From an optimization exercise on the open Yosys and OpenROAD flow, aimed at small area; shortcuts taken in it are not production practice. RTL that was checked went through simulation tests only; none was proved equivalent to the original. The RTL of runs 1, 2 and 6 was laid out without a check of its function. In every run shown here, the design's own scripts or RTL, not TritonCTS, make the clock network. The clock input has no modelled driver; a real chip could not lean on it and would need a root buffer or a full tree. Power and IR drop assume default switching activity.

[flow/run.sh]
#!/bin/bash
# Own layout flow: the standard ORFS flow with these changes:
#  - synthesis: ORFS's adder extraction is off, the incrementer module
#    HW_PWM_INC is kept apart until mapping and mapped with flow/inc.abc, the
#    rest with the area-oriented flow/area.abc; everything else, including
#    flip-flop mapping and the final flatten, is the standard flow's own synth_recipe.tcl;
#  - the port buffers are the smallest buffer cell;
#  - the clock tree is built by hand from inverters (flow/cts_hook.tcl).
# Each tool's output goes to flow_make.log here; ORFS keeps per-step logs in orfs/logs.
set -euo pipefail
W="$(cd "$(dirname "$0")/.." && pwd)"
cd "$W"
{
  echo "proc abc {args} {"
  echo "  set i [expr {[lsearch -exact \$args -script] + 1}]"
  echo "  set a1 \$args; lset a1 \$i $W/flow/inc.abc"
  echo "  yosys abc {*}\$a1 HW_PWM_INC"
  echo "  set a2 \$args; lset a2 \$i $W/flow/area.abc"
  echo "  yosys abc {*}\$a2"
  echo "}"
  cat synth_recipe.tcl
} > area_synth.tcl
bash standard.sh finish \
  "SYNTH_SCRIPT=$W/area_synth.tcl" \
  "SYNTH_KEEP_MODULES=HW_PWM_INC" \
  "ADDER_MAP_FILE=" \
  "BUFFER_PORTS_ARGS=-buffer_cell sky130_fd_sc_hd__buf_1" \
  "PRE_CTS_TCL=$W/flow/cts_hook.tcl" \
  > flow_make.log 2>&1
[flow/area.abc]
strash
&get -n
&fraig -x
&put
strash
&get -n
&dch -f
&nf -R 1000
&put
[flow/cts_hook.tcl]
# PRE_CTS_TCL hook: build the clock tree by hand (flow/manual_cts.tcl) from
# inverters, two levels (an even number of inversions): one root inverter on
# the clock port driving leaf inverters, each leaf driving a balanced cluster
# of flip-flops. ORFS's own clock_tree_synthesis and repair_clock_inverters
# are then skipped; the rest of cts.tcl (placement legalisation, timing
# repair) runs as usual.
set ::env(MCTS_NET) clk
set ::env(MCTS_LEAVES) 9
set ::env(MCTS_LEAF) sky130_fd_sc_hd__inv_8
set ::env(MCTS_ROOT) sky130_fd_sc_hd__inv_8
source [file join [file dirname [info script]] manual_cts.tcl]
mcts_build
set_propagated_clock [all_clocks]
proc repair_clock_inverters {args} { puts "repair_clock_inverters skipped: clock tree built by cts_hook.tcl" }
proc clock_tree_synthesis {args} { puts "clock_tree_synthesis skipped: clock tree built by cts_hook.tcl" }
[flow/inc.abc]
strash
&get -n
&fraig -x
&put
strash
&get -n
&dch -f
&nf -R 1000
&put
[flow/manual_cts.tcl]
proc mcts_split {pins n} {
  if {$n <= 1} { return [list $pins] }
  set xs {}; set ys {}
  foreach p $pins { lappend xs [lindex $p 1]; lappend ys [lindex $p 2] }
  set dx [expr {[tcl::mathfunc::max {*}$xs] - [tcl::mathfunc::min {*}$xs]}]
  set dy [expr {[tcl::mathfunc::max {*}$ys] - [tcl::mathfunc::min {*}$ys]}]
  set idx [expr {$dx >= $dy ? 1 : 2}]
  set sorted [lsort -real -index $idx $pins]
  set n1 [expr {$n / 2}]
  set k [expr {round(double([llength $pins]) * $n1 / $n)}]
  return [concat [mcts_split [lrange $sorted 0 [expr {$k - 1}]] $n1] \
                 [mcts_split [lrange $sorted $k end] [expr {$n - $n1}]]]
}
proc mcts_build {} {
  set db [ord::get_db]
  set block [ord::get_db_block]
  set clknet [$block findNet $::env(MCTS_NET)]
  set pins {}
  foreach it [$clknet getITerms] {
    set inst [$it getInst]
    set bb [$inst getBBox]
    lappend pins [list $it [expr {([$bb xMin] + [$bb xMax]) / 2.0}] [expr {([$bb yMin] + [$bb yMax]) / 2.0}]]
  }
  set nleaf $::env(MCTS_LEAVES)
  set clusters [mcts_split $pins $nleaf]
  set leafm [$db findMaster $::env(MCTS_LEAF)]
  set rootnet $clknet
  if {$::env(MCTS_ROOT) ne ""} {
    set rootm [$db findMaster $::env(MCTS_ROOT)]
    set root [odb::dbInst_create $block $rootm mcts_root]
    set rootnet [odb::dbNet_create $block mcts_clk_root]
    $rootnet setSigType CLOCK
    [$root findITerm A] connect $clknet
    [$root findITerm [expr {[$root findITerm X] ne "NULL" ? "X" : "Y"}]] connect $rootnet
  }
  set i 0; set sx 0; set sy 0
  foreach c $clusters {
    set net [odb::dbNet_create $block mcts_clk_$i]
    $net setSigType CLOCK
    set inst [odb::dbInst_create $block $leafm mcts_leaf_$i]
    set cx 0; set cy 0
    foreach p $c {
      set it [lindex $p 0]
      $it disconnect
      $it connect $net
      set cx [expr {$cx + [lindex $p 1]}]; set cy [expr {$cy + [lindex $p 2]}]
    }
    set cx [expr {int($cx / [llength $c])}]; set cy [expr {int($cy / [llength $c])}]
    $inst setLocation $cx $cy
    $inst setPlacementStatus PLACED
    [$inst findITerm A] connect $rootnet
    set out [$inst findITerm X]
    if {$out eq "NULL"} { set out [$inst findITerm Y] }
    $out connect $net
    puts "mcts leaf $i: [llength $c] sinks at $cx $cy"
    set sx [expr {$sx + $cx}]; set sy [expr {$sy + $cy}]
    incr i
  }
  if {$::env(MCTS_ROOT) ne ""} {
    $root setLocation [expr {int($sx / $i)}] [expr {int($sy / $i)}]
    $root setPlacementStatus PLACED
  }
}
[standard.sh]
#!/bin/bash
# synth_recipe.tcl (not shown) runs the flow's synth.tcl, then flattens the netlist and writes it again
# the make line also repeats each setting of config.mk as NAME=value (left out here)
make -C /OpenROAD-flow-scripts/flow DESIGN_CONFIG=/design/flow/config.mk WORK_HOME=/design/flow/orfs CLKGATE_MAP_FILE= SYNTH_SCRIPT=/design/flow/synth_recipe.tcl "${@:-finish}"
[config.mk]
export PLATFORM = sky130hd
export DESIGN_NAME = pwm_hw
export DESIGN_NICKNAME = pwm_hw
export VERILOG_FILES = /design/flow/design.v
export SDC_FILE = /design/flow/constraint.sdc
export NUM_CORES = 4
export LEC_CHECK = 0
export CAP_MARGIN = 20
export CORE_MARGIN = 2
export CORE_UTILIZATION = 40
export GPL_TIMING_DRIVEN = 0
export PLACE_DENSITY = 0.6
export SLEW_MARGIN = 20
[constraint.sdc]
create_clock -name core_clock -period 2.0 [get_ports {clk}]
set_input_delay 0.4000 -clock core_clock [delete_from_list [all_inputs] [get_ports {clk}]]
set_output_delay 0.4000 -clock core_clock [all_outputs]
set_load 0.01 [all_outputs]
[design.v]
module pwm_hw(
input clk,                    
input reset,                  
input red,                    
input green,                  
input blue,                   
output [19:0] Red_High_HW,    
output [19:0] Red_Low_HW,     
output [19:0] Green_High_HW,  
output [19:0] Green_Low_HW,   
output [19:0] Blue_High_HW,   
output [19:0] Blue_Low_HW     
             );
HW_PWM Red  (.clk(clk), .reset(reset), .Colour_input(red),   .High_Count(Red_High_HW),   .Low_Count(Red_Low_HW));
HW_PWM Green(.clk(clk), .reset(reset), .Colour_input(green), .High_Count(Green_High_HW), .Low_Count(Green_Low_HW));
HW_PWM Blue (.clk(clk), .reset(reset), .Colour_input(blue),  .High_Count(Blue_High_HW),  .Low_Count(Blue_Low_HW));
endmodule
module HW_PWM(
input clk,
input reset,
input Colour_input,
output reg [19:0] High_Count,
output reg [19:0] Low_Count
            );
reg PrevPwm;
reg [19:0] Count;
wire rise = Colour_input & ~PrevPwm;
wire fall = ~Colour_input & PrevPwm;
wire run  = reset & ~(Colour_input ^ PrevPwm);    
wire ld_high   = reset & fall;
wire hold_high = reset & ~fall;
wire ld_low    = reset & rise;
wire hold_low  = reset & ~rise;
wire [19:0] Count_next;          
HW_PWM_INC Inc(.Count(Count), .run(run), .Count_next(Count_next));
always @(posedge clk) begin
    PrevPwm    <= reset & Colour_input;
    Count      <= Count_next;
    High_Count <= ({20{ld_high}} & Count) | ({20{hold_high}} & High_Count);
    Low_Count  <= ({20{ld_low}}  & Count) | ({20{hold_low}}  & Low_Count);
end
endmodule
module HW_PWM_INC(
input  [19:0] Count,
input         run,
output [19:0] Count_next
            );
wire [19:0] c;
wire [4:0]  g;                 
wire [4:0]  p;                 
genvar j;
generate
    for (j = 0; j < 5; j = j + 1) begin : grp
        assign g[j] = &Count[4*j+3:4*j];
        assign c[4*j]   = p[j];
        assign c[4*j+1] = p[j] & Count[4*j];
        assign c[4*j+2] = p[j] & (&Count[4*j+1:4*j]);
        assign c[4*j+3] = p[j] & (&Count[4*j+2:4*j]);
    end
endgenerate
assign p[0] = 1'b1;
assign p[1] = g[0];
assign p[2] = &g[1:0];
assign p[3] = &g[2:0];
assign p[4] = &g[3:0];
assign Count_next = {20{run}} & (Count ^ c);
endmodule
==> results.txt, run 1 <==
Mapped Area=0.005792 mm²; run status=timing/DRC/antenna clean; crit start category=flop; RR Endpoint=Blue.High_Count[9]; crit path to=Blue.High_Count[9]; CTS clk-pin slew, worst paths=110 ps; Avg Cell Area, Syn=11.63 µm²; Die X=around 120 µm; row count=43; Skew-Pair Late Insertion Delay=240 ps; fmax=532.2 MHz; GRT Util Overall=0.1590; FF-to-FF path depth=5; die area=~0.015 mm²; Setup-failing EPs final=0; peak supply drop=0.5477 mV; Yosys cell types=17; total number of vias=between 4000 and 5000; IO Count=125; crit path time final=1879 ps; PD cells=765.4 mW/mm²; IO buf count=around 120; # nets final=652; post-layout util=0.4931; total wire length=approximately 14000 µm; Antenna Diode Count=0; Yosys top cell area share=0.6325; Lkg Pwr=2.487 nW; first-pass GRT wire length=approximately 22000 µm; Die H=124.3 µm; detailed-route vias per instance=5.423; Critical Path AT=2060 ps; critical path class=flop to flop; worst reg2reg path startpoint=Blue.PrevPwm; Layout Skew=14.09 ps; endpoint class of the critical path=flop; Final ANT Viol Nets=0; layout cell share with drive strength beyond 1=0.08992; Placer Congestion=between 0.7 and 0.8; DR iter-0 viols=215; area growth from synthesis to layout=19.10%; YS warnings=1; area leader, netlist=dfxtp_1; RSZ-0062 raised after global routing=yes; initial antenna violation count=0; worst slew pin tran=853.1 ps; drt pass-1 iters=4; top area cells in the synthesized netlist=dfxtp_1, a22o_1, a21oi_1; GRT overflow=0; DRC viols=0; vias in the first global route=between 4000 and 5000; Reg2Reg Setup Slack=roughly 120 ps; WP data required=2180 ps; Yosys reg bits=approximately 180; Min-Delay Path Class=flop to flop; fillers=1307; Final Hold Vio Count=0; max_cap viols=0; worst-path maximum fanout=12; core region area=~0.014 mm²; crit path from=Blue.PrevPwm; Pins Over Slew Limit=0; largest net degree at the start of global routing=22; post-synthesis instance total=498; sequential fraction of the synthesis area=0.6325; hpwl dp=8900 µm; Hold Buf Count CTS=0; slew margin rel.=0.4312; post-DR wirelength/cell=approximately 17 µm; setup tns final=0 ps; post-route clock period utilization=0.9396; syn_nets=503; Initial Util=0.4140
## routing by layer
metal,up-vias,global-route usage,share of wire
met3,7,0.02921,0.054
met2,98,0.2652,0.47
met1,2150,0.2239,0.47
li1,2219,-,-
met5,-,0,0
met4,0,0.01586,0.0089
## per-module statistics from Yosys (local to each module, per instance)
module / flip-flops and latches / times used
HW_PWM_INC: 0 / 3
pwm_hw: 183 / 1
## cells by family (layout without fill, tap and decap cells)
group           Yosys count  count (layout)  share of synthesized area
simple gates            102             102                     0.1030
buf+inv                   3             147                   0.001944
flops                   183             183                     0.6325
compound gates          210             213                     0.2625
## Yosys cell counts (all sizes together)
library cell and number:
nor2 15, nand3 6, o21ai 30, nand2 12
dfxtp 183, nor3b 21, nand4 6, a21oi 54
a21boi 3, a22o 120, and4 3, nor4 3
clkinv 3, a41oi 3, and3 9, nor2b 9
and2 18
## worst min-delay path by stage
stage,startpoint,end,slack (ps),depth (start not counted)
after floorplan,Blue.Count[0],Blue.Count[0],450,1
after global placement,Green.High_Count[17],Green.High_Count[17],460,1
after detailed placement,Blue.Low_Count[3],Blue.Low_Count[3],460,1
after CTS,Red.Count[0],Red.Count[0],460,1
after global routing,Red.Count[0],Red.Count[0],480,1
final,Red.Count[0],Red.Count[0],460,1
## layout make-up
class	instances	area [µm²]	area share
Tap cell	180	225.2	0.03265
Multi-Input combinational cell	315	2317	0.3359
Timing Repair Buffer	134	560.5	0.08126
Sequential cell	183	3671	0.5322
Inverter	13	123.9	0.01796
## sequential cells by signal, indices dropped and copies added (netlist names)
signal	cells
Blue.Count	20
Blue.High_Count	20
Blue.Low_Count	20
Blue.PrevPwm	1
Green.Count	20
Green.High_Count	20
Green.Low_Count	20
Green.PrevPwm	1
Red.Count	20
Red.High_Count	20
Red.Low_Count	20
Red.PrevPwm	1
## cells in the final DEF (no fill, tap or decap), types with 5 or more instances in the layout
master,count
dfxtp_2,6
nor2_1,12
nand4_1,6
o21ai_0,30
buf_4,6
a22o_1,120
inv_8,10
nor3b_1,20
nand2_1,12
and2_0,12
and3_4,5
buf_1,123
a21oi_1,54
dfxtp_1,177
nand3_1,6
## metrics by stage
step                      cell area [µm²]  cells  hold WS, ps  power (mW)  worst slack (ps)
after global placement               6513    802        459.4       3.919            -977.9
after CTS                            6814    821        455.8       5.342             1.158
after floorplan                      5822    498        448.2       3.858             61.06
after global routing                 6898    825        480.3       5.506            -17.63
final                                6898    825        459.7       5.280             120.9
after detailed placement             6584    808        462.5       3.938             -1055
## where the power goes
| part | switching (mW) | internal (mW) | total [mW] |
|---|---|---|---|
| clock | 1.22 | 0.177 | 1.40 |
| sequential | 0.0153 | 3.66 | 3.68 |
| combinational | 0.145 | 0.0590 | 0.204 |
| total | 1.38 | 3.90 | 5.28 |
## worst max-delay path: stages (launching register included)
cell and delay [ps]:
dfxtp_1 330, clkinv_1 170, nor2_1 320, and2_0 600, buf_6 250, a22o_1 140
## repair_timing
action / 4_1_cts / 5_1_grt
cloned: 0 / 3
setup endpoints to repair: 60 / 41
pin swaps: 3 / 4
resized for setup: 29 / 15
buffers inserted: 3 / 1
==> run 2, diff against run 1 <==
==> flow/inc.abc (replaced) <==
&get -n
&st
&dch
&nf
&st
&syn2
&if -g -K 6
&synch2
&nf
&st
&syn2
&if -g -K 6
&synch2
&nf
&st
&syn2
&if -g -K 6
&synch2
&nf
&st
&syn2
&if -g -K 6
&synch2
&nf
&st
&syn2
&if -g -K 6
&synch2
&nf
&put
buffer -c
upsize -c
dnsize -c
==> run 2 against run 1 <==
- critical endpoint is now Blue.Count[19]
- setup slack worse by 45 ps
- via count rose by 7.8%
- wire length up 3.6%
- clock skew down 5.3 ps
- sequential cell count is the same
- sequential share of layout area is 2.0 points lower
- sequential power is essentially flat
- area after synthesis rose by 7.4%
- power increased by 0.57%
- largest power group unchanged
==> results.txt, run 2 <==
post-DR wirelength/cell=15.93 µm (-3.8%); most common cell in the synthesized netlist=dfxtp_1; Main synth FF type=dfxtp_1; IO Count=125 (unchanged); FF-to-FF path depth=4 (-1); CTS clk-pin slew, worst paths=110 ps (about the same); crit path time final=1924 ps (+45.17 ps); most frequent cells in the layout=dfxtp_1, buf_1, a22o_1; total number of vias=4823 (+7.8%); YS warnings=1 (unchanged); most common cell after layout, fill and taps aside=dfxtp_1; Yosys reg bits=183 (unchanged); Pins Over Slew Limit=0 (unchanged); list of most frequent post-synthesis cells=dfxtp_1, a22o_1, nor2_1, xnor2_1, nand2_1; post-route cell area=0.007247 mm² (+5.1%); GRT overflow=0 (unchanged); die area=0.01656 mm² (+7.1%); row count=45 (+4.7%); crit start category=flop; WP data required=2180 ps (about the same); syn_nets=560 (+11%); Yosys cell types=25 (+8); core region area=0.01520 mm² (+8.7%); peak supply drop=0.5897 mV (+7.7%); sequential fraction of the synthesis area=0.5890 (-0.04352); # nets final=707 (+8.4%); DR iter-0 viols=254 (+18%); worst-path maximum fanout=9 (-3); Setup-failing EPs final=0 (unchanged); endpoint class of the critical path=flop; Die X=128.7 µm (+3.5%); Skew-Pair Late Insertion Delay=240 ps (about the same); Final ANT Viol Nets=0 (unchanged); worst slew pin tran=886.7 ps (+33.60 ps); total wire length=14150 µm (+3.6%); Min-Delay Path Class=input port to flop; Antenna Diode Count=0 (unchanged); area leader, netlist=dfxtp_1; DRC viols=0 (unchanged); WHS Path Cells=2 (+1); RSZ-0062 raised after global routing=no; asr flop ratio synth=0 (unchanged); largest net degree at the start of global routing=22 (unchanged); slew margin rel.=0.4088 (-0.02240); Final Hold Vio Count=0 (unchanged); post-placement setup slack=-243.5 ps (+811.2 ps); Lkg Pwr=2.498 nW (+0.44%); post-placement cell area=0.007018 mm² (+6.6%); PD cells=732.7 mW/mm² (-4.3%); worst reg2reg path startpoint=Blue.Count[4]; detailed-route vias per instance=5.431 (+0.15%); IO buf count=124 (unchanged); Hold Startpoint=blue; layout cell share with drive strength beyond 1=0.09286 (+0.002935); Final Power=5.310 mW (+0.57%); Min-Delay Endpoint=Blue.PrevPwm; Initial Util=0.4091 (-0.004907); vias in the first global route=4540 (+8.8%); initial antenna violation count=0 (unchanged); Yosys top cell area share=0.5890 (-0.04352); post-route clock period utilization=0.9621 (+0.02259); fmax=519.7 MHz (-2.3%); run status=timing/DRC/antenna clean; drt pass-1 iters=6 (+2); first-pass GRT wire length=22830 µm (+5.5%); Layout Skew=8.777 ps (-5.311 ps); Reg2Reg Setup Slack=80 ps (-50 ps); EDFF count, synth=0 (unchanged); Placer Congestion=0.7529 (-0.24%); Avg Cell Area, Syn=11.21 µm² (-3.6%); GRT Util Overall=0.1621 (+0.003113); hpwl dp=9760 µm (+9.7%); Critical Path AT=2100 ps (+40 ps); RR Endpoint=Blue.Count[19]; area growth from synthesis to layout=16.52%; max_cap viols=0 (unchanged); Final WS setup=75.71 ps (-45.17 ps); post-synthesis instance total=555 (+11%); critical path class=flop to flop; top area cells in the synthesized netlist=dfxtp_1, a22o_1, xnor2_1; Die H=128.7 µm (+3.5%); Mapped Area=0.006220 mm² (+7.4%); post-layout util=0.4767 (-0.01641)
run 2: cell types whose count changed after synthesis, moves of 12 or more:
cell | before | now
a21oi_1 | 54 | 15
nor3b_1 | 21 | 0
nor4_1 | 3 | 15
o21ai_0 | 30 | 6
xnor2_1 | 0 | 24
inv_1 | 0 | 15
nor2_1 | 15 | 48
xor2_1 | 0 | 18
run 2: layout make-up:
type                    count  area, µm²
repair buffers            135      575.6
well taps                 188      235.2
plain buffers               9      33.78
multi-input cells         345       2507
fillers                  1452       7955
flip-flops and latches    183       3715
inverters                  28      180.2
run 2: logic make-up (layout without fill, tap and decap cells):
logic type | Yosys count | after routing | synth area share
AOI/OAI and AO/OA | 150 | 150 | 0.1967
buffers and inverters | 27 | 172 | 0.01629
and+or+nand+nor | 153 | 153 | 0.1388
DFF | 183 | 183 | 0.5890
xor gates and xnor gates | 42 | 42 | 0.05914
run 2: worst max path at each step:
stage	startpoint	endpoint	slack (ps)
floorplan	Blue.Count[0]	Blue.Count[19]	130
global placement	reset	Blue.Count[16]	-910
detailed placement	reset	Green.Count[3]	-240
CTS	Green.Count[5]	Green.Count[19]	8
global route	Blue.Count[4]	Blue.Count[19]	5
finish	Blue.Count[4]	Blue.Count[19]	80
run 2: modules after synthesis (local to each module, per instance):
module,times used,cells
pwm_hw,1,327
HW_PWM_INC,3,76
run 2: metrics by stage:
stage | std cells | hold slack (ps) | setup TNS [ps]
2_1_floorplan | 555 | 465.8 | 0
3_3_place_gp | 867 | 460.2 | -100010
3_5_place_dp | 874 | 462.0 | -13620
4_1_cts | 886 | 428.9 | 0
5_1_grt | 888 | 475.3 | 0
6_report | 888 | 442.0 | 0
run 2: critical path, cell delays in order (launching register included):
cell     delay, ps
dfxtp_2        450
nand4_4        180
or4_4          600
or4_1          480
a21oi_1        140
run 2: per-layer routing:
metal | wire length (µm) | track usage | up-vias
li1 | - | - | 2356
met1 | 6502 | 0.2195 | 2352
met2 | 6797 | 0.2848 | 106
met3 | 713 | 0.02412 | 9
met4 | 136 | 0.01726 | 0
met5 | 0 | 0 | -
run 2: repair_timing:
item	4_1_cts	5_1_grt
pin swaps	2	1
resized for setup	18	20
setup buffers	2	2
setup endpoints to repair	6	23
hold buffers	0	0
run 2: where the power goes:
part,switching (mW),internal (mW)
sequential,0.0256,3.66
combinational,0.140,0.0512
clock,1.26,0.177
==> run 3, diff against run 2 <==
--- a/design.v
+++ b/design.v
@@ -33,16 +33,2 @@
 wire hold_low  = reset & ~rise;
-wire [19:0] Count_next;          
-HW_PWM_INC Inc(.Count(Count), .run(run), .Count_next(Count_next));
-always @(posedge clk) begin
-    PrevPwm    <= reset & Colour_input;
-    Count      <= Count_next;
-    High_Count <= ({20{ld_high}} & Count) | ({20{hold_high}} & High_Count);
-    Low_Count  <= ({20{ld_low}}  & Count) | ({20{hold_low}}  & Low_Count);
-end
-endmodule
-module HW_PWM_INC(
-input  [19:0] Count,
-input         run,
-output [19:0] Count_next
-            );
 wire [19:0] c;
@@ -65,3 +51,8 @@
 assign p[4] = &g[3:0];
-assign Count_next = {20{run}} & (Count ^ c);
+always @(posedge clk) begin
+    PrevPwm    <= reset & Colour_input;
+    Count      <= {20{run}} & (Count ^ c);
+    High_Count <= ({20{ld_high}} & Count) | ({20{hold_high}} & High_Count);
+    Low_Count  <= ({20{ld_low}}  & Count) | ({20{hold_low}}  & Low_Count);
+end
 endmodule
==> flow/run.sh (replaced) <==
#!/bin/bash
# Own layout flow: the standard ORFS flow (standard.sh) with these changes:
#  - synthesis: the standard flow's synth_recipe.tcl (ORFS synthesis, flip-flop mapping,
#    flatten and renames unchanged), except that the logic is mapped by ABC
#    with the area-oriented script flow/area.abc and without the slow nor4
#    cells, and ORFS's half/full-adder extraction is off (ADDER_MAP_FILE=);
#  - the port buffers are the smallest buffer cell (buf_1);
#  - the clock tree is built by hand from inverters (flow/cts_hook.tcl);
#  - the global-route stage recovers area on non-critical gates
#    (RECOVER_POWER), and timing repair stops at the margin in config.mk.
# make's output goes to flow_make.log here; ORFS writes each step's tool log
# under orfs/logs.
set -euo pipefail
W="$(cd "$(dirname "$0")/.." && pwd)"
cd "$W"
{
  echo "proc abc {args} {"
  echo "  set i [lsearch -exact \$args -script]"
  echo "  if {\$i >= 0} { lset args [expr {\$i + 1}] $W/flow/area.abc }"
  echo "  yosys abc {*}\$args -dont_use sky130_fd_sc_hd__nor4_*"
  echo "}"
  cat synth_recipe.tcl
} > area_synth.tcl
bash standard.sh finish \
  "SYNTH_SCRIPT=$W/area_synth.tcl" \
  "ADDER_MAP_FILE=" \
  "BUFFER_PORTS_ARGS=-buffer_cell sky130_fd_sc_hd__buf_1" \
  "RECOVER_POWER=100" \
  "PRE_CTS_TCL=$W/flow/cts_hook.tcl" \
  > flow_make.log 2>&1
==> flow/area.abc (replaced) <==
strash
&get -n
&fraig -x
&put
strash
&get -n
&dch -f
&nf -R 1000 -E 20
&put
--- a/flow/manual_cts.tcl
+++ b/flow/manual_cts.tcl
@@ -1 +1,8 @@
+# Manual clock tree: the clock net's sinks (the flip-flops) are split into
+# balanced clusters by recursive bisection of their placement; each cluster gets
+# a leaf driver at its centroid. The leaves are fed through one root driver at
+# the leaves' centroid (or from the clock net directly if MCTS_ROOT is empty).
+# Detailed placement afterwards legalises the new cells.
+# Env: MCTS_NET (clock net), MCTS_LEAVES (count), MCTS_LEAF (cell),
+# MCTS_ROOT (cell or empty).
 proc mcts_split {pins n} {
--- a/config.mk
+++ b/config.mk
@@ -9,5 +9,6 @@
 export CORE_MARGIN = 2
-export CORE_UTILIZATION = 40
+export CORE_UTILIZATION = 55
 export GPL_TIMING_DRIVEN = 0
-export PLACE_DENSITY = 0.6
+export PLACE_DENSITY = 0.7000000000000001
+export SETUP_SLACK_MARGIN = -0.05
 export SLEW_MARGIN = 20
removed: flow/inc.abc
==> run 3 against run 2 <==
- critical endpoint is now Green.Count[19]
- critical path depth increased by 3
- highest routed layer unchanged
- final cell count decreased by 14%
- combinational power decreased by 9%
- hold slack got worse by 32 ps
- sequential share of layout area increased by 4.3 points
- global-route usage increased by 4.2 points
- area after synthesis decreased by 7.7%
==> results.txt, run 3 <==
Pins Over Slew Limit=0 (unchanged); post-placement setup slack=-576.4 ps (-332.9 ps); Die H=106.2 µm (-17%); total number of vias=4387 (-9.0%); detailed-route vias per instance=5.735 (+5.6%); GRT Util Overall=0.2037 (+0.04158); most frequent cells in the layout=dfxtp_1, buf_1, a22o_1; first-pass GRT wire length=19640 µm (-14%); area leader, netlist=dfxtp_1; worst slew pin tran=914.3 ps (+27.60 ps); WHS Path Cells=3 (+1); Met2 Wirelength=5501 µm (-19%); IO buf count=124 (unchanged); Yosys cell types=18 (-28%); Skew-Pair Late Insertion Delay=230 ps (about the same); YS warnings=1 (unchanged); layout cell share with drive strength beyond 1=0.04769 (-0.04516); endpoint class of the critical path=flop; Hold Buf Count CTS=0 (unchanged); Yosys reg bits=183 (unchanged); setup tns final=0 ps (unchanged); Final WS setup=50.36 ps (-25.35 ps); most common cell after layout, fill and taps aside=dfxtp_1; Final Hold Vio Count=0 (unchanged); DR iter-0 viols=156 (-39%); Mapped Area=0.005742 mm² (-7.7%); Placer Congestion=0.7345 (-2.4%); Metal-1 WL=5676 µm (-13%); FF-to-FF path depth=7 (+3); die area=0.01127 mm² (-32%); row count=37 (-18%); post-synthesis instance total=490 (-12%); crit start category=flop; GRT overflow=0 (unchanged); sequential fraction of the synthesis area=0.6380 (+0.04903); Final ANT Viol Nets=0 (unchanged); area growth from synthesis to layout=14.93%; RSZ-0062 raised after global routing=yes; hpwl dp=8255 µm (-15%); Lkg Pwr=2.410 nW (-3.5%); asr flop ratio synth=0 (unchanged); initial antenna violation count=0 (unchanged); drt pass-1 iters=4 (-2); EDFF count, synth=0 (unchanged); Layout Skew=7.877 ps (-0.8998 ps); met3 WL=668 µm (-6.3%); critical path class=flop to flop; PD cells=792.3 mW/mm² (+8.1%); post-DR wirelength/cell=15.81 µm (-0.78%); post-placement cell area=0.006445 mm² (-8.2%); vias in the first global route=4031 (-11%); DR top layer=met4; worst-path maximum fanout=6 (-3); core region area=0.01023 mm² (-33%); Critical Path AT=2060 ps (-40 ps); max_cap viols=0 (unchanged); post-route cell area=0.006599 mm² (-8.9%); DRC viols=0 (unchanged); Initial Util=0.5612 (+0.1521); Main synth FF type=dfxtp_1; total wire length=12090 µm (-15%); crit path time final=1950 ps (+25.35 ps); fmax=512.9 MHz (-1.3%); IO Count=125 (unchanged); Min-Delay Path Class=input port to flop; post-route clock period utilization=0.9748 (+0.01268); Avg Cell Area, Syn=11.72 µm² (+4.6%); CTS clk-pin slew, worst paths=100 ps (about the same); syn_nets=495 (-12%); slew margin rel.=0.3898 (-0.01906); Die X=106.2 µm (-17%); Yosys top cell area share=0.6380 (+0.04903); WP data required=2110 ps (-70 ps); list of most frequent post-synthesis cells=dfxtp_1, a22o_1, nor2_1, nor3_1, a21oi_1; most common cell in the synthesized netlist=dfxtp_1; Setup-failing EPs final=0 (unchanged); run status=timing/DRC/antenna clean; # nets final=636 (-10%); top area cells in the synthesized netlist=dfxtp_1, a22o_1, nor2_1; largest net degree at the start of global routing=22 (unchanged); Antenna Diode Count=0 (unchanged); peak supply drop=0.5517 mV (-6.4%)
run 3: cell types whose count changed after synthesis, sizes merged, moves of 15 or more:
cell   delta
inv      -15
nand3    -15
nand2    -15
nor3     +27
xor2     -15
nor4     -15
and3     +18
run 3: cell type report:
class	count	area, µm²
multi-input combinational	303	2123
inverter	14	131.4
tap	136	170.2
timing repair buffer	129	509.2
fill	873	3632
sequential	183	3665
run 3: cells by family (layout without fill, tap and decap cells):
group / after synthesis / after routing / share of synthesized area
AND/OR/NAND/NOR: 132 / 132 / 0.1181
buffers and inverters: 4 / 143 / 0.002614
flip-flops: 183 / 183 / 0.6380
AO/OA/AOI/OAI: 157 / 157 / 0.2199
XOR/XNOR: 14 / 14 / 0.02136
run 3: layer usage:
layer,vias to the layer above,GRT usage
met2,110,0.3361
met3,21,0.03127
li1,2147,-
met4,0,0.03665
met1,2109,0.2880
met5,-,0
run 3: path summary, 6_finish.rpt:
| kind | startpoint | end | slack [ps] |
|---|---|---|---|
| max | Green.Count[1] | Green.Count[19] | 50 |
| min | green | Green.PrevPwm | 410 |
| max reg2reg | Green.Count[1] | Green.Count[19] | 50 |
| min reg2reg | Red.Low_Count[9] | Red.Low_Count[9] | 480 |
run 3: repair_timing:
action / 4_1_cts / 5_1_grt
gates resized for setup: 6 / 9
gates cloned: 0 / 0
pin swaps: 0 / 1
buffers inserted: 0 / 1
setup endpoints to repair: 36 / 35
run 3: critical path, cell delays in order, from the launching register on:
cell and delay, ps:
dfxtp_1 430, and4_2 330, nand4_1 240, nor3_4 320, and3_1 240, nand2_1 90, xor2_1 130, nor2_1 50
run 3: where the power goes:
| part | switching (mW) | internal (mW) | total (mW) |
|---|---|---|---|
| logic | 0.137 | 0.0382 | 0.175 |
| registers | 0.0194 | 3.66 | 3.68 |
| clock network | 1.20 | 0.177 | 1.37 |
run 3: through the flow:
step / util / hold slack [ps] / cells / total power, mW
6_report: 0.6450 / 409.9 / 765 / 5.228
5_1_grt: 0.6450 / 426.9 / 765 / 5.424
4_1_cts: 0.6434 / 396.5 / 764 / 5.274
3_5_place_dp: 0.6299 / 462.7 / 754 / 3.936
3_3_place_gp: 0.6233 / 458.8 / 750 / 3.915
2_1_floorplan: - / 463.1 / 490 / 3.859
==> run 4, diff against run 3 <==
==> flow/area.abc (replaced) <==
strash
&get -n
&fraig -x
&put
strash
dch -f
&get -n
&nf -R 1000
&put
==> run 4 against run 3 <==
- still clean on timing, DRC and antenna
- global-route usage increased by 0.19 points
- sequential share of layout area decreased by 0.47 points
- core utilization increased by 0.60 points
- design area increased by 0.93%
- area after synthesis increased by 0.22%
- register-to-register slack improved by 60 ps
- combinational power increased by 11%
- die area increased by 0.21%
- sequential power about the same
- clock skew increased by 3.2 ps
- largest power group unchanged
- highest routed layer unchanged
==> results.txt, run 4 <==
run status=timing/DRC/antenna clean; Synth Area in XOR/XNOR=0.009132 (-0.01222); post-synthesis compound-gate area fraction=0.2266 (+0.006697); Skew-Pair Late Insertion Delay=240 ps (about the same); Lkg Pwr=2.458 nW (+2.0%); Yosys top cell area share=0.6367 (-0.001387); area growth from synthesis to layout=15.74%; adder-cell area share of the yosys netlist=0 (unchanged); WHS Path Cells=3 (unchanged); CTS clk-pin slew, worst paths=100 ps (about the same); critical path class=input port to flop; total wire length=12380 µm (+2.4%); register area=0.003667 mm² (about the same); vias in the first global route=4057 (+0.65%); Placer Congestion=0.7816 (+6.4%); largest family of logic cells by synthesized area=compound AO/OA/AOI/OAI gates; IO buf count=124 (unchanged); YS warnings=1 (unchanged); die area=0.01130 mm² (+0.21%); EDFF count, synth=0 (unchanged); Main synth FF type=dfxtp_1; hpwl dp=8410 µm (+1.9%); max_cap viols=0 (unchanged); row count=37 (unchanged); Layout Skew=11.12 ps (+3.247 ps); Yosys reg bits=183 (unchanged); most frequent cells in the layout=dfxtp_1, buf_1, a22o_1; crit start category=input port; IO Count=125 (unchanged); GRT overflow=0 (unchanged); total number of vias=4434 (+1.1%); drt pass-1 iters=4 (unchanged); asr flop ratio synth=0 (unchanged); Yosys cell types=17 (-1); Post-Place Cells=758 (+0.53%); crit path from=reset; worst slew pin tran=898.8 ps (-15.53 ps); most common cell in the synthesized netlist=dfxtp_1; detailed-route vias per instance=5.744 (+0.15%); post-placement setup slack=-594.5 ps (-18.04 ps); Hold Startpoint=green; area leader, netlist=dfxtp_1; final cell count without fillers=772 (+0.92%); slew margin rel.=0.4002 (+0.01036); Final WS setup=79.04 ps (+28.67 ps); Mapped Area=0.005754 mm² (+0.22%); # nets final=643 (+1.1%); Die H=106.3 µm (+0.10%); mux share of post-synthesis cell area=0 (unchanged); list of most frequent post-synthesis cells=dfxtp_1, a22o_1, nor2_1, nor3_1, a21oi_1; Antenna Diode Count=0 (unchanged); syn_nets=500 (+1.0%); layout cell share with drive strength beyond 1=0.05660 (+0.008909); simple-gate share of the synthesized area=0.1250 (+0.006919); Die X=106.3 µm (+0.10%); fillers=840 (-3.8%); Critical Path AT=2110 ps (+50 ps); Pins Over Slew Limit=0 (unchanged); first-pass GRT wire length=19630 µm (about the same); GRT Util Overall=0.2056 (+0.001916); DRC viols=0 (unchanged); post-synthesis instance total=495 (+1.0%); largest net degree at the start of global routing=22 (unchanged); Final Hold Vio Count=0 (unchanged); area of the multi-input gates=0.002155 mm² (+1.5%); FF-to-FF path depth=6 (-1); post-route clock period utilization=0.9605 (-0.01434); Avg Cell Area, Syn=11.62 µm² (-0.79%); worst reg2reg path startpoint=Blue.Count[1]; Setup-failing EPs final=0 (unchanged); Final ANT Viol Nets=0 (unchanged); endpoint class of the critical path=flop; initial antenna violation count=0 (unchanged); most common cell after layout, fill and taps aside=dfxtp_1; top area cells in the synthesized netlist=dfxtp_1, a22o_1, nor3_1; DR iter-0 viols=150 (-3.8%); fmax=520.6 MHz (+1.5%); post-DR wirelength/cell=16.04 µm (+1.5%); WP data required=2190 ps (+80 ps); sequential fraction of the synthesis area=0.6367 (-0.001387); crit path time final=1921 ps (-28.67 ps); Min-Delay Path Class=input port to flop; peak supply drop=0.4416 mV (-20%); PD cells=790.0 mW/mm² (-0.29%); core region area=0.01023 mm² (unchanged); Initial Util=0.5624 (+0.001223); worst-path maximum fanout=20 (+14)
-- run 4: report_power, final --
part / internal, mW / total (mW) / leakage [nW] / switching [mW]
sequential: 3.66 / 3.68 / 1.48 / 0.0205
combinational: 0.0499 / 0.195 / 0.921 / 0.146
clock: 0.177 / 1.38 / 0.0605 / 1.21
-- run 4: worst max-delay path, stage by stage --
cell	delay (ps)
buf_1	270
clkinvlp_4	330
a21oi_4	380
nand2_2	330
a21oi_1	250
o21a_1	140
-- run 4: area by class of cell --
class	instances	share of cell area
Inverter	14	0.01973
Tap cell	136	0.02555
Timing Repair Buffer	131	0.08059
Sequential cell	183	0.5506
Multi-Input combinational cell	308	0.3235
-- run 4: path summary, 6_finish.rpt --
kind | endpoint | slack, ps
setup / recovery | Red.Count[8] | 80
hold / removal | Green.PrevPwm | 430
setup reg to reg | Blue.Count[15] | 110
hold reg to reg | Blue.High_Count[19] | 490
-- run 4: layer usage --
layer / track usage / wire length [µm] / vias up
met5: 0 / 0 / -
met1: 0.2937 / 5762 / 2139
li1: - / - / 2176
met2: 0.3420 / 5709 / 104
met3: 0.03127 / 752 / 15
met4: 0.02444 / 157 / 0
-- run 4: timing repair --
item / 4_1_cts / 5_1_grt
pin swaps: 0 / 0
endpoints found under the hold margin: 0 / 0
endpoints found under the setup margin: 59 / 41
setup buffers: 0 / 4
gates resized for setup: 6 / 12
hold buffers: 0 / 0
cloned: 0 / 0
-- run 4: cell families (layout without fill, tap and decap cells) --
group,Yosys count,in the layout
flip-flops,183,183
XOR/XNOR,6,6
AO/OA/AOI/OAI,164,164
AND/OR/NAND/NOR,138,138
buffers and inverters,4,145
-- run 4: metrics by stage --
stage                     instance area [µm²]  utilization  hold WS (ps)  power, mW  TNS [ps]
after floorplan                          5754            -         463.1      3.865    -15420
after global placement                   6390       0.6246         458.7      3.922   -145390
after detailed placement                 6450       0.6304         463.4      3.942    -30000
after CTS                                6593       0.6444         421.8      5.296    -135.5
after global routing                     6660       0.6510         441.7      5.462    -159.7
final                                    6660       0.6510         428.1      5.262         0
==> run 5, diff against run 4 <==
==> flow/area.abc (replaced) <==
strash
&get -n
&fraig -x
&put
strash
&get -n
&dch -f
&nf -R 1000
&put
==> run 5 against run 4 <==
- synthesized cell count is 0.40% higher
- maximum frequency rose by 2.4%
- design area down 0.96%
- critical path type is now flop to flop
- largest cell class unchanged
- largest power group unchanged
- highest routed layer unchanged
==> results.txt, run 5 <==
crit start category=flop; Lkg Pwr=2.370 nW (-3.6%); GRT Util Overall=0.2076 (+0.001915); fillers=858 (+2.1%); Die H=106.2 µm (about the same); WP data required=2150 ps (-40 ps); worst-path maximum fanout=7 (-65%); Placer Congestion=0.7457 (-4.6%); Hold Startpoint=green; Critical Path AT=2030 ps (-80 ps); post-layout util=0.6447 (-0.006237); IO Count=125 (unchanged); Min-Delay Endpoint=Green.PrevPwm; Yosys reg bits=183 (unchanged); post-route clock period utilization=0.9384 (-0.02207); detailed-route vias per instance=5.784 (+0.71%); Yosys top cell area share=0.6375 (+0.0008317); WHS Path Cells=3 (unchanged); M1 GR Usage=0.2852 (-0.008539); Top delay family on crit path=simple AND/OR/NAND/NOR gates; Yosys cell types=17 (unchanged); gr busiest metal=met2; top area cells in the synthesized netlist=dfxtp_1, a22o_1, a21oi_1; Antenna Diode Count=0 (unchanged); Pins Over Slew Limit=0 (unchanged); most common cell in the synthesized netlist=dfxtp_1; Skew-Pair Late Insertion Delay=230 ps (about the same); endpoint class of the critical path=flop; die area=0.01128 mm² (-0.12%); GRT overflow=0 (unchanged); final cell count without fillers=770 (-0.26%); Final Hold Vio Count=0 (unchanged); area leader, netlist=dfxtp_1; Mapped Area=0.005747 mm² (-0.13%); Post-CTS Setup Repair Bufs=0 (unchanged); worst reg2reg path startpoint=Red.Count[1]; FF-to-FF path depth=7 (+1); max_cap viols=0 (unchanged); drt pass-1 iters=4 (unchanged); post-DR wirelength/cell=16.10 µm (+0.36%); met2 usage=0.3567 (+0.01465); peak supply drop=0.4635 mV (+5.0%); Layout Skew=14.15 ps (+3.021 ps); worst slew pin tran=945.8 ps (+46.99 ps); vias in the first global route=4058 (+0.025%); CTS clk-pin slew, worst paths=110 ps (about the same); Initial Util=0.5617 (-0.0007337); Die X=106.2 µm (about the same); first-pass GRT wire length=19900 µm (+1.4%); hpwl dp=8406 µm (about the same); Critical Path Max Stage Delay=430 ps (+50 ps); Avg Cell Area, Syn=11.56 µm² (-0.53%); Post-Place Cells=760 (+0.26%); # nets final=641 (-0.31%); layout cell share with drive strength beyond 1=0.05836 (+0.001756); area growth from synthesis to layout=14.78%; post-synthesis instance total=497 (+0.40%); Reg2Reg Setup Slack=120 ps (about the same); slew margin rel.=0.3688 (-0.03136); crit path time final=1877 ps (-44.14 ps); Final ANT Viol Nets=0 (unchanged); crit path from=Red.Count[1]; Setup-failing EPs final=0 (unchanged); initial antenna violation count=0 (unchanged); Slowest-stage cell, CP=dfxtp_1; WP buf/inv=0 (-2); Hold Buf Count CTS=0 (unchanged); YS warnings=1 (unchanged); register area=0.003670 mm² (about the same); most frequent cells in the layout=dfxtp_1, buf_1, a22o_1; Min-Delay Path Class=input port to flop; PD cells=793.5 mW/mm² (+0.44%); most common cell after layout, fill and taps aside=dfxtp_1; critical path class=flop to flop; run status=timing/DRC/antenna clean; EDFF count, synth=0 (unchanged); worst-path cell chain=and4_2 > and4_1 > and3_1 > nand3_1 > nor2_2 > a21oi_1 > nor3_1; asr flop ratio synth=0 (unchanged); grt met3 use=0.03004 (-0.001226); list of most frequent post-synthesis cells=dfxtp_1, a22o_1, nor2_1, a21oi_1, nor3_1; total wire length=12390 µm (about the same); RR Endpoint=Red.Count[15]; core region area=0.01023 mm² (unchanged); IO buf count=124 (unchanged); row count=37 (unchanged); worst hold slack=390.6 ps (-37.50 ps); total number of vias=4454 (+0.45%); DRC viols=0 (unchanged); largest net degree at the start of global routing=22 (unchanged); DR iter-0 viols=163 (+8.7%); syn_nets=502 (+0.40%); Main synth FF type=dfxtp_1; fmax=532.8 MHz (+2.4%); sequential fraction of the synthesis area=0.6375 (+0.0008317); setup tns final=0 ps (unchanged); area of the multi-input gates=0.002135 mm² (-0.93%)
run 5: cell types whose count changed after synthesis, moves of 3 or more:
cell / before / now
nor3b_1: 3 / 0
xor2_1: 3 / 0
o21ai_0: 0 / 9
and3_1: 20 / 14
a211oi_1: 1 / 11
a21oi_1: 31 / 36
nand3_1: 0 / 3
o21a_1: 12 / 0
nor3_1: 38 / 34
run 5: timing repair:
item / CTS / global route
gates resized for setup: 7 / 13
setup endpoints to repair: 23 / 15
pin swaps: 0 / 0
gates cloned: 0 / 0
run 5: routing by layer:
metal,share of wire,wire length [µm],vias up
li1,-,-,2195
met1,0.46,5661,2121
met2,0.47,5781,121
met3,0.061,752,17
met4,0.016,199,0
met5,0,0,-
run 5: cells by family (layout without fill, tap and decap cells):
family,Yosys count,after routing,share of synthesized area
DFF,183,183,0.6375
AOI/OAI and AO/OA,178,178,0.2391
and+or+nand+nor,128,128,0.1147
xor gates and xnor gates,4,4,0.006096
buffers and inverters,4,141,0.002612
run 5: power breakdown:
group / total, mW / internal [mW] / leakage [nW] / switching, mW
combinational: 0.173 / 0.0354 / 0.832 / 0.138
sequential: 3.68 / 3.66 / 1.48 / 0.0196
clock: 1.38 / 0.177 / 0.0605 / 1.20
total: 5.23 / 3.87 / 2.37 / 1.36
run 5: worst max path at each step:
stage,slack (ps),cells past startpoint,to
finish,120,7,Red.Count[15]
global route,-40,6,Red.Count[19]
CTS,-30,7,Green.Count[15]
detailed placement,-640,7,Red.Count[14]
global placement,-1660,6,Red.Count[14]
floorplan,-360,5,Green.Count[14]
run 5: layout make-up:
type                       instances  area share
inverter                          14     0.01954
timing repair buffer             127     0.07473
sequential                       183      0.5563
tap                              136     0.02580
multi-input combinational        310      0.3236
run 5: per-stage QoR:
stage	power [mW]	instance area (µm²)	setup WS [ps]
2_1_floorplan	3.856	5747	-360.7
3_3_place_gp	3.915	6382	-1661
3_5_place_dp	3.933	6435	-639.5
4_1_cts	5.274	6579	-30.42
5_1_grt	5.429	6596	-35.55
6_report	5.234	6596	123.2
run 5: worst register-to-register path, cell delays in order, from the launching register on:
cell and delay (ps):
dfxtp_1 430, and4_2 320, and4_1 300, and3_1 270
nand3_1 130, nor2_2 160, a21oi_1 90, nor3_1 120
==> run 6, diff against run 5 <==
--- a/design.v
+++ b/design.v
@@ -25,3 +25,4 @@
 reg PrevPwm;
-reg [19:0] Count;
+reg [19:0] nCount;              
+wire [19:0] Count = ~nCount;
 wire rise = Colour_input & ~PrevPwm;
@@ -53,3 +54,3 @@
     PrevPwm    <= reset & Colour_input;
-    Count      <= {20{run}} & (Count ^ c);
+    nCount     <= ~({20{run}} & (Count ^ c));
     High_Count <= ({20{ld_high}} & Count) | ({20{hold_high}} & High_Count);
==> run 6 against run 5 <==
- now fails the layout checks on negative setup slack
- first-iteration DRC count increased by 12%
- setup slack got worse by 740 ps
- global-route usage increased by 0.64 points
- sequential cell count unchanged
- sequential share of layout area decreased by 3.5 points
- clock power about the same
- register-to-register slack got worse by 740 ps
- critical path depth decreased by 1
- area after synthesis decreased by 0.52%
- power decreased by 0.31%
- highest routed layer unchanged
==> results.txt, run 6 <==
Yosys cell types=16 (-1); row count=37 (unchanged); Skew-Pair Late Insertion Delay=230 ps (about the same); list of most frequent post-synthesis cells=dfxtp_1, nand2_1, o21ai_0, nand3_1, o211ai_1; GRT Util Overall=0.2140 (+0.006441); core region area=0.01018 mm² (-0.45%); DRC viols=0 (unchanged); Reg2Reg Setup Slack=-620 ps (-740 ps); crit path from=Green.nCount[1]; EDFF count, synth=0 (unchanged); Die X=106.0 µm (-0.25%); DR iter-0 viols=182 (+12%); clock network fraction of total power=0.262 (about the same); die area=0.01123 mm² (-0.51%); Placer Congestion=0.7737 (+3.8%); Comb pwr share=0.034 (about the same); Setup-failing EPs final=47 (+47); Antenna Diode Count=0 (unchanged); Pins Over Slew Limit=0 (unchanged); RR Endpoint=Green.nCount[19]; Yosys reg bits=183 (unchanged); largest net degree at the start of global routing=22 (unchanged); crit path time final=2620 ps (+743.4 ps); Psw=1.338 mW (-1.5%); sequential share of power=0.705 (+0.002); Final WS setup=-620.2 ps (-743.4 ps); # nets final=776 (+21%); most common cell in the synthesized netlist=dfxtp_1; drt pass-1 iters=7 (+3); Final ANT Viol Nets=0 (unchanged); area growth from synthesis to layout=23.37%; post-layout util=0.6925 (+0.04777); Avg Cell Area, Syn=9.480 µm² (-18%); worst reg2reg path startpoint=Green.nCount[1]; max_cap viols=0 (unchanged); sw frac=0.2565 (-0.003213); Die H=106.0 µm (-0.25%); syn_nets=608 (+21%); sequential fraction of the synthesis area=0.6408 (+0.003349); Hold Buf Count CTS=0 (unchanged); PD cells=739.8 mW/mm² (-6.8%); most frequent cells in the layout=dfxtp_1, nand2_1, o21ai_0; worst slew pin tran=747.8 ps (-198.0 ps); IO Count=125 (unchanged); crit start category=flop; post-placement setup slack=-826.0 ps (-186.5 ps); FF-to-FF path depth=6 (-1); Critical Path AT=2800 ps (+770 ps); asr flop ratio synth=0 (unchanged); total wire length=12790 µm (+3.2%); peak supply drop=0.5252 mV (+13%); slew margin rel.=0.5000 (+0.1313); most common cell after layout, fill and taps aside=dfxtp_1; total number of vias=4862 (+9.2%); RSZ-0062 raised after global routing=yes; area leader, netlist=dfxtp_1; Layout Check Fails=negative setup slack; Initial Util=0.5613 (about the same); layout cell share with drive strength beyond 1=0.1404 (+0.08208); worst-path maximum fanout=5 (-2); endpoint class of the critical path=flop; post-DR wirelength/cell=14.13 µm (-12%); vias in the first global route=4328 (+6.7%); hpwl dp=8430 µm (+0.29%); Final Power=5.218 mW (-0.31%); Yosys top cell area share=0.6408 (+0.003349); initial antenna violation count=0 (unchanged); Final Hold Vio Count=0 (unchanged); top area cells in the synthesized netlist=dfxtp_1, o21ai_0, nand2_1; post-route clock period utilization=1.310 (+0.3717); CTS clk-pin slew, worst paths=100 ps (about the same); first-pass GRT wire length=20400 µm (+2.5%); Lkg Pwr=2.494 nW (+5.2%); Main synth FF type=dfxtp_1; IO buf count=124 (unchanged); Int Pwr=3.880 mW (+0.12%); GRT overflow=0 (unchanged); post-synthesis instance total=603 (+21%); YS warnings=1 (unchanged); run status=complete, but fails checks; Mapped Area=0.005717 mm² (-0.52%); Layout Skew=8.691 ps (-5.454 ps); detailed-route vias per instance=5.372 (-7.1%); Min-Delay Path Class=input port to flop; fmax=381.6 MHz (-28%); critical path class=flop to flop; crit path to=Green.nCount[19]; WP data required=2180 ps (+30 ps)
-- run 6: final cells by class --
cell class,count,area [µm²]
fillers,859,3132
repair buffers,156,780.7
inverters,13,123.9
multi-input cells,417,2301
flip-flops and latches,183,3677
well taps,136,170.2
-- run 6: power by group through the flow --
stage	Clock (mW)	Combinational, mW	Sequential (mW)
floorplan	0	0.0892	3.76
global placement	0	0.145	3.76
detailed placement	0	0.160	3.76
CTS	1.41	0.177	3.68
global route	1.54	0.194	3.68
finish	1.36	0.176	3.68
-- run 6: worst min path at each step --
stage	start	end	slack (ps)	depth (start not counted)
5_1_grt	green	Green.PrevPwm	440	2
4_1_cts	green	Green.PrevPwm	400	2
6_report	green	Green.PrevPwm	400	2
3_5_place_dp	Red.Low_Count[18]	Red.Low_Count[18]	440	2
2_1_floorplan	Blue.nCount[0]	Blue.nCount[0]	410	1
3_3_place_gp	Red.High_Count[15]	Red.High_Count[15]	430	2
-- run 6: kinds of logic (layout without fill, tap and decap cells) --
| kind of cell | after synthesis | after routing | synth area share |
|---|---|---|---|
| buffers and inverters | 3 | 169 | 0.001970 |
| DFF | 183 | 183 | 0.6408 |
| and+or+nand+nor | 240 | 240 | 0.1882 |
| xor gates and xnor gates | 4 | 4 | 0.006128 |
| AOI/OAI and AO/OA | 173 | 173 | 0.1628 |
-- run 6: through the flow --
step	instances	cell area [µm²]	hold WS, ps	TNS (ps)
3_3_place_gp	863	6475	431.6	-54850
4_1_cts	895	6893	398.3	-9623
2_1_floorplan	603	5839	414.8	-7405
6_report	905	7053	404.4	-11760
3_5_place_dp	866	6516	440.0	-45320
5_1_grt	905	7053	436.4	-18930
-- run 6: routing by layer --
layer  wire [µm]  track usage
met2        6282       0.3765
met4         257      0.03665
met5           0            0
met3         776      0.02698
met1        5471       0.2882
-- run 6: critical path, cell delays in order (launching register included) --
cell and delay, ps:
dfxtp_4 350, or4_4 540, or4b_4 530, or3_4 370
or3_4 380, or3_1 320, nand3_1 80
-- run 6: what timing repair did --
action | CTS | global route
cloned | 0 | 0
setup endpoints to repair | 60 | 34
pin swaps | 13 | 11
setup buffers | 19 | 12
resized for setup | 36 | 29

==> afterwards: timing with drivers on the ports <==
The flow's constraints put no driver on any port. The routed layouts listed below were extracted and timed again, unchanged, in two steps.
Step 1 sets driving cells, clkbuf_16 on the clock port and buf_2 on the other inputs (assumed; they add their load-dependent delay and slew).
Step 2 also shifts input and output timing later by t, the mid clock arrival at the registers, as if the neighbouring blocks saw the same clock.
Slacks: ideal / step 1 / step 2; pairs: ideal / step 1.
run | shift t [ns] | setup WS [ns] | hold slack, ns
run 1 | 0.284 | 0.121 / 0.121 / -0.013 | 0.460 / 0.460 / 0.460
run 2 | 0.295 | 0.076 / 0.076 / 0.071 | 0.442 / 0.429 / 0.486
run 3 | 0.276 | 0.050 / 0.050 / -0.081 | 0.410 / 0.393 / 0.483
run 4 | 0.284 | 0.079 / 0.086 / -0.198 | 0.428 / 0.411 / 0.486
run 5 | 0.278 | 0.123 / 0.123 / -0.133 | 0.391 / 0.378 / 0.483
run 6 | 0.274 | -0.620 / -0.620 / -0.620 | 0.404 / 0.395 / 0.457
Met with ideal ports but missed after step 2: setup timing in run 1, run 3, run 4 and run 5. The setup slack of run 4, which loses most, moves by +0.007 ns with the drivers and by -0.277 ns with both steps.
